Context: an optimization exercise on an open-source flow, tuned for small area, a short achievable clock period and few clock cycles per item. The choices shown serve that exercise and are no tape-out recipe.
In this exercise RTL edits were held to simulation tests only and were not proved equivalent to the original.
Power and IR drop assume default switching activity.

== run 1 ==
// barnsley
module barnsley #(
    parameter FP_WIDTH = 25,
    parameter FP_INT = 5
    ) (
    input  wire clk,
    input  wire reset,
    output wire [19:0] iter_max,
    input  wire iter_change,
    output reg  done,
    output wire complete,
    output wire signed [FP_WIDTH-1:0] xn,
    output reg  signed [FP_WIDTH-1:0] yn
    );
clock: 15.0 ns
lec_check: 0
cap_margin: 20
core_margin: 2
core_utilization: 40
slew_margin: 20
synth_hierarchical: 1
standard.sh (not shown) runs the stock make flow with config.mk's settings and CLKGATE_MAP_FILE= SYNTH_SCRIPT=/design/flow/synth_recipe.tcl, a recipe that flattens the netlist after the stock synthesis.
==> flow/flow/run.sh <==
#!/bin/bash
set -e
cp standard.sh standard.sh.txt
export SETUP_SLACK_MARGIN=8.5
bash standard.sh > standard.log 2>&1
Testbench counts of run 1, summed over its fixed seeds: cycles 80,000, points 80,000.
--- input diff run 1..run 2 ---
- CORE_UTILIZATION: 40 -> 30
==> flow/flow/run.sh <==
#!/bin/bash
set -e
cp standard.sh standard.sh.txt
export SETUP_SLACK_MARGIN=9
bash standard.sh > standard.log 2>&1
### Flow results
- When the final numbers for run 1 and run 2 were put side by side, the post-CTS resize count turned out to be greater in run 2.
- Cell-internal power in run 2 is 8.6% higher than in run 1
- Relative contribution of sequential cells to total power, run 1 and run 2: smaller value in run 2
diff inputs: run 2 => run 3
- changing CAP_MARGIN from 20 to 50
- changing CORE_UTILIZATION from 30 to 40
- changing SLEW_MARGIN from 20 to 75
Findings:
In summary, run 3 completed successfully, with a layout that passed the timing, design-rule and antenna checks.
Row instance count on the critical path: run 3 higher / run 2 lower
Delta (run 3 minus run 2): routed wire length lost about 4.3%, final area lost 600 µm².

barnsley again, from the RTL that the note above started with.
Settings: LEC_CHECK=0, CAP_MARGIN=50, CORE_MARGIN=2, CORE_UTILIZATION=40, SLEW_MARGIN=75, SYNTH_HIERARCHICAL=1; clock period 15.0 ns.
==> flow/flow/run.sh <==
#!/bin/bash
set -e
cp standard.sh standard.sh.txt
export SETUP_SLACK_MARGIN=10
bash standard.sh > standard.log 2>&1
The first run finished clean.
Testbench counts at the start, summed over its fixed seeds: cycles 80,000, points 80,000.
Change:
==> flow/flow/run.sh (replaced) <==
#!/bin/bash
set -e
cp standard.sh standard.sh.txt
export SETUP_SLACK_MARGIN=9.5
bash standard.sh > standard.log 2>&1
CAP_MARGIN = 20   (was 50)
SLEW_MARGIN = 20   (was 75)
Outcome:
- The changed run produced a clean layout
- clock-buffer cell count falls by 1
- final cell count decreases by 2.0%
- wire length is about the same
- non-clock buffer count falls by 91

barnsley, a different RTL version from the one above (not shown whole).
Size in the first run: ~3,700 cells after synthesis, roughly 140 flip-flops, about 75 I/O pins, about 0.037 mm^2 of cells after synthesis.
clock: 15.0 ns
lec_check: 0
cap_margin: 50
core_margin: 2
core_utilization: 40
slew_margin: 75
synth_hierarchical: 1
==> flow/flow/run.sh <==
#!/bin/bash
set -e
cp standard.sh standard.sh.txt
export SETUP_SLACK_MARGIN=9
bash standard.sh > standard.log 2>&1
The first run completed with no timing, DRC or antenna violations.
Testbench counts at the start, summed over its fixed seeds: cycles 80,000, points 80,000.
Edit:
==> flow/run.sh (new file) <==
#!/bin/bash
# synth_recipe.tcl (not shown) runs the flow's synth.tcl, then flattens the netlist and writes it again
# the make line also repeats each setting of config.mk as NAME=value (left out here)
make -C /OpenROAD-flow-scripts/flow DESIGN_CONFIG=/design/flow/config.mk WORK_HOME=/design/flow/orfs CLKGATE_MAP_FILE= SYNTH_SCRIPT=/design/flow/synth_recipe.tcl finish
removed: flow/flow/run.sh
removed: flow/standard.sh
What happened: The changed run went through all stages and came out clean. Die area is unchanged. Global-route usage shrinks by 1.6 points. Setup slack got worse by 0.78 ns.
Edit:
==> flow/flow/run.sh (new file) <==
#!/bin/bash
set -e
cp standard.sh standard.sh.txt
export SETUP_SLACK_MARGIN=9
bash standard.sh > standard.log 2>&1
==> flow/standard.sh (new file) <==
#!/bin/bash
# synth_recipe.tcl (not shown) runs the flow's synth.tcl, then flattens the netlist and writes it again
# the make line also repeats each setting of config.mk as NAME=value (left out here)
make -C /OpenROAD-flow-scripts/flow DESIGN_CONFIG=/design/flow/config.mk WORK_HOME=/design/flow/orfs CLKGATE_MAP_FILE= SYNTH_SCRIPT=/design/flow/synth_recipe.tcl "${@:-finish}"
--- a/flow/config.mk
+++ b/flow/config.mk
@@ -7,6 +7,6 @@
 export LEC_CHECK = 0
-export CAP_MARGIN = 50
+export CAP_MARGIN = 20
 export CORE_MARGIN = 2
 export CORE_UTILIZATION = 40
-export SLEW_MARGIN = 75
+export SLEW_MARGIN = 20
 export SYNTH_HIERARCHICAL = 1
removed: flow/run.sh
After rerunning:
- worst setup slack is better by 0.72 ns
- worst hold slack improved by 0.0058 ns
- final area went up by about 3.6%
Edit:
==> flow/flow/run.sh (replaced) <==
#!/bin/bash
set -e
cp standard.sh standard.sh.txt
export SETUP_SLACK_MARGIN=10
bash standard.sh > standard.log 2>&1
--- a/flow/config.mk
+++ b/flow/config.mk
@@ -7,6 +7,6 @@
 export LEC_CHECK = 0
-export CAP_MARGIN = 20
+export CAP_MARGIN = 50
 export CORE_MARGIN = 2
 export CORE_UTILIZATION = 40
-export SLEW_MARGIN = 20
+export SLEW_MARGIN = 75
 export SYNTH_HIERARCHICAL = 1
After rerunning: The new run completed without violations; clock skew went down by 0.0047 ns; sequential share of layout area went down by 0.48 points; design area went up by 7.3%; die area is unchanged; sequential power stays flat; total power went up by about 3.7%; worst setup slack gains 0.14 ns; synthesized area is unchanged; via count went up by about 2%.
Edit:
==> flow/flow/run.sh (replaced) <==
#!/bin/bash
set -e
cp standard.sh standard.sh.txt
export SETUP_SLACK_MARGIN=9
bash standard.sh > standard.log 2>&1
--- a/flow/config.mk
+++ b/flow/config.mk
@@ -7,6 +7,6 @@
 export LEC_CHECK = 0
-export CAP_MARGIN = 50
+export CAP_MARGIN = 35
 export CORE_MARGIN = 2
 export CORE_UTILIZATION = 40
-export SLEW_MARGIN = 75
+export SLEW_MARGIN = 50
 export SYNTH_HIERARCHICAL = 1
The new run went through all stages and came out clean.
Final area falls by 5.0%.
Final cell count falls by 1.7%.
Routed wire length hardly moves.
Synthesized area is unchanged.
Combinational power falls by 19%.
Total power falls by 2.0%.
Via count falls by 1.3%.
Sequential power barely changes.
Die area stays the same.
Synthesized cell count stays the same.
Edit:
==> flow/run.sh (new file) <==
#!/bin/bash
# synth_recipe.tcl (not shown) runs the flow's synth.tcl, then flattens the netlist and writes it again
# the make line also repeats each setting of config.mk as NAME=value (left out here)
make -C /OpenROAD-flow-scripts/flow DESIGN_CONFIG=/design/flow/config.mk WORK_HOME=/design/flow/orfs CLKGATE_MAP_FILE= SYNTH_SCRIPT=/design/flow/synth_recipe.tcl finish
--- a/flow/config.mk
+++ b/flow/config.mk
@@ -10,3 +10,3 @@
 export CORE_UTILIZATION = 40
-export SLEW_MARGIN = 50
+export SLEW_MARGIN = 60
 export SYNTH_HIERARCHICAL = 1
removed: flow/flow/run.sh
removed: flow/standard.sh
Outcome: The changed run completed with no timing, DRC or antenna violations. Routed wire length shrinks by about 7%. Via count goes down by 4.9%. Critical path depth rose by 1. Setup slack gets worse by 1.1 ns. Global-route usage goes down by 2.2 points.

RTL: one of the versions met above, not the one the previous note started from.
Size in the first run: about 3400 cells after synthesis, ~120 flip-flops.
export LEC_CHECK = 0
export CAP_MARGIN = 20
export CORE_MARGIN = 2
export CORE_UTILIZATION = 40
export SLEW_MARGIN = 20
export SYNTH_HIERARCHICAL = 1
create_clock -name core_clock -period 15.0 [get_ports {clk}]
==> flow/flow/run.sh <==
#!/bin/bash
set -e
cp standard.sh standard.sh.txt
export SETUP_SLACK_MARGIN=9
bash standard.sh > standard.log 2>&1
Testbench counts at the start, summed over its fixed seeds: cycles 80,000, points 80,000.
Change:
Settings changed: PLACE_DENSITY set to 0.7.
Result: The changed run finished with timing, DRC and antenna clean. Critical path depth came out higher by 1. Clock power came out higher by a few percent. Global-route usage stays flat.

Another version of the RTL of barnsley (not shown whole).
For scale: about 3900 cells after synthesis, ~120 flip-flops.
clock: 15.0 ns
lec_check: 0
cap_margin: 50
core_margin: 2
core_utilization: 40
slew_margin: 75
synth_hierarchical: 1
run.sh (not shown) runs the stock make flow with config.mk's settings and CLKGATE_MAP_FILE= SYNTH_SCRIPT=/design/flow/synth_recipe.tcl, a recipe that flattens the netlist after the stock synthesis.
Stock flow here: none of the scripts above is used.
Testbench counts at the start, summed over its fixed seeds: cycles 80,000, points 80,000.
Rerun with:
- CAP_MARGIN: 50 -> 85
- SLEW_MARGIN: 75 -> 90
Outcome:
- With this change the flow completed and failed the layout checks on setup timing
- first-iteration DRC count goes up to 3.0 times its value
- fmax goes down by 50%
- hold slack loses 34 ps
- clock-buffer cell count goes up by 2
- power goes up by 13%
- design area goes up by 63%

barnsley, a different RTL version from the one above (not shown whole).
Size in the first run: about 3700 cells after synthesis, roughly 140 flip-flops, roughly 75 I/O pins, about 37000 um2 of cells after synthesis.
clock: 15.0 ns
lec_check: 0
cap_margin: 50
core_margin: 2
core_utilization: 40
place_density: 0.85
slew_margin: 75
synth_hierarchical: 1
Testbench counts at the start, summed over its fixed seeds: cycles 80,000, points 80,000.
==> next run, changes <==
- PLACE_DENSITY: 0.85 -> not set
=> Wire length increases by 1.0%. Maximum frequency climbs by about 0.9%. Sequential share of layout area stays flat. First-iteration DRC count came out lower by about 17%. Design area barely changes. Hold slack loses 8.8 ps. Setup slack is better by 68 ps. Synthesized cell count does not change.

[separate check: timing with driven ports]
The flow's constraints put no driver on any port. The routed layouts listed below were extracted and timed again, unchanged, in two steps. Step 1 (the two cells are an assumption about what drives the block):
set clk [get_ports {clk}]
set_driving_cell -lib_cell sky130_fd_sc_hd__clkbuf_16 $clk
set_driving_cell -lib_cell sky130_fd_sc_hd__buf_2 [delete_from_list [all_inputs] $clk]
Step 2, shift: input delay + t, output delay - t, t = (earliest + latest rising clock arrival at the registers) / 2. This alone moves slack from input paths to output paths. Slacks: ideal / step 1 / step 2; pairs: ideal / step 1.
run	t, ns	setup WS [ns]	cell pins on the clock port's net
run 1	0.542	8.522 / 8.522 / 8.522	1
run 2	0.529	8.915 / 8.915 / 8.840	1
run 3	0.538	8.827 / 8.827 / 8.692	1
the first run of note 2	0.543	8.855 / 8.855 / 8.855	1
the second run of note 2	0.531	8.874 / 8.874 / 8.874	1
the first run of note 3	0.579	8.586 / 8.586 / 8.586	1
the second run of note 3	0.558	7.811 / 7.811 / 7.811	1
the third run of note 3	0.583	8.530 / 8.530 / 8.530	1
the fourth run of note 3	0.581	8.672 / 8.672 / 8.672	1
the fifth run of note 3	0.587	8.604 / 8.604 / 8.604	1
the sixth run of note 3	0.559	7.465 / 7.465 / 7.465	1
the first run of note 4	0.536	8.854 / 8.854 / 8.666	1
the second run of note 4	0.542	8.848 / 8.848 / 8.728	1
the first run of note 5	0.548	7.525 / 7.525 / 7.525	1
the second run of note 5	0.603	-0.058 / -0.058 / -0.058	1
the first run of note 6	0.526	7.524 / 7.524 / 7.524	1
the second run of note 6	0.544	7.593 / 7.593 / 7.593	1
The setup slack of the first run of note 4, which loses most, moves by 0.000 ns with the drivers and by -0.188 ns with both steps.
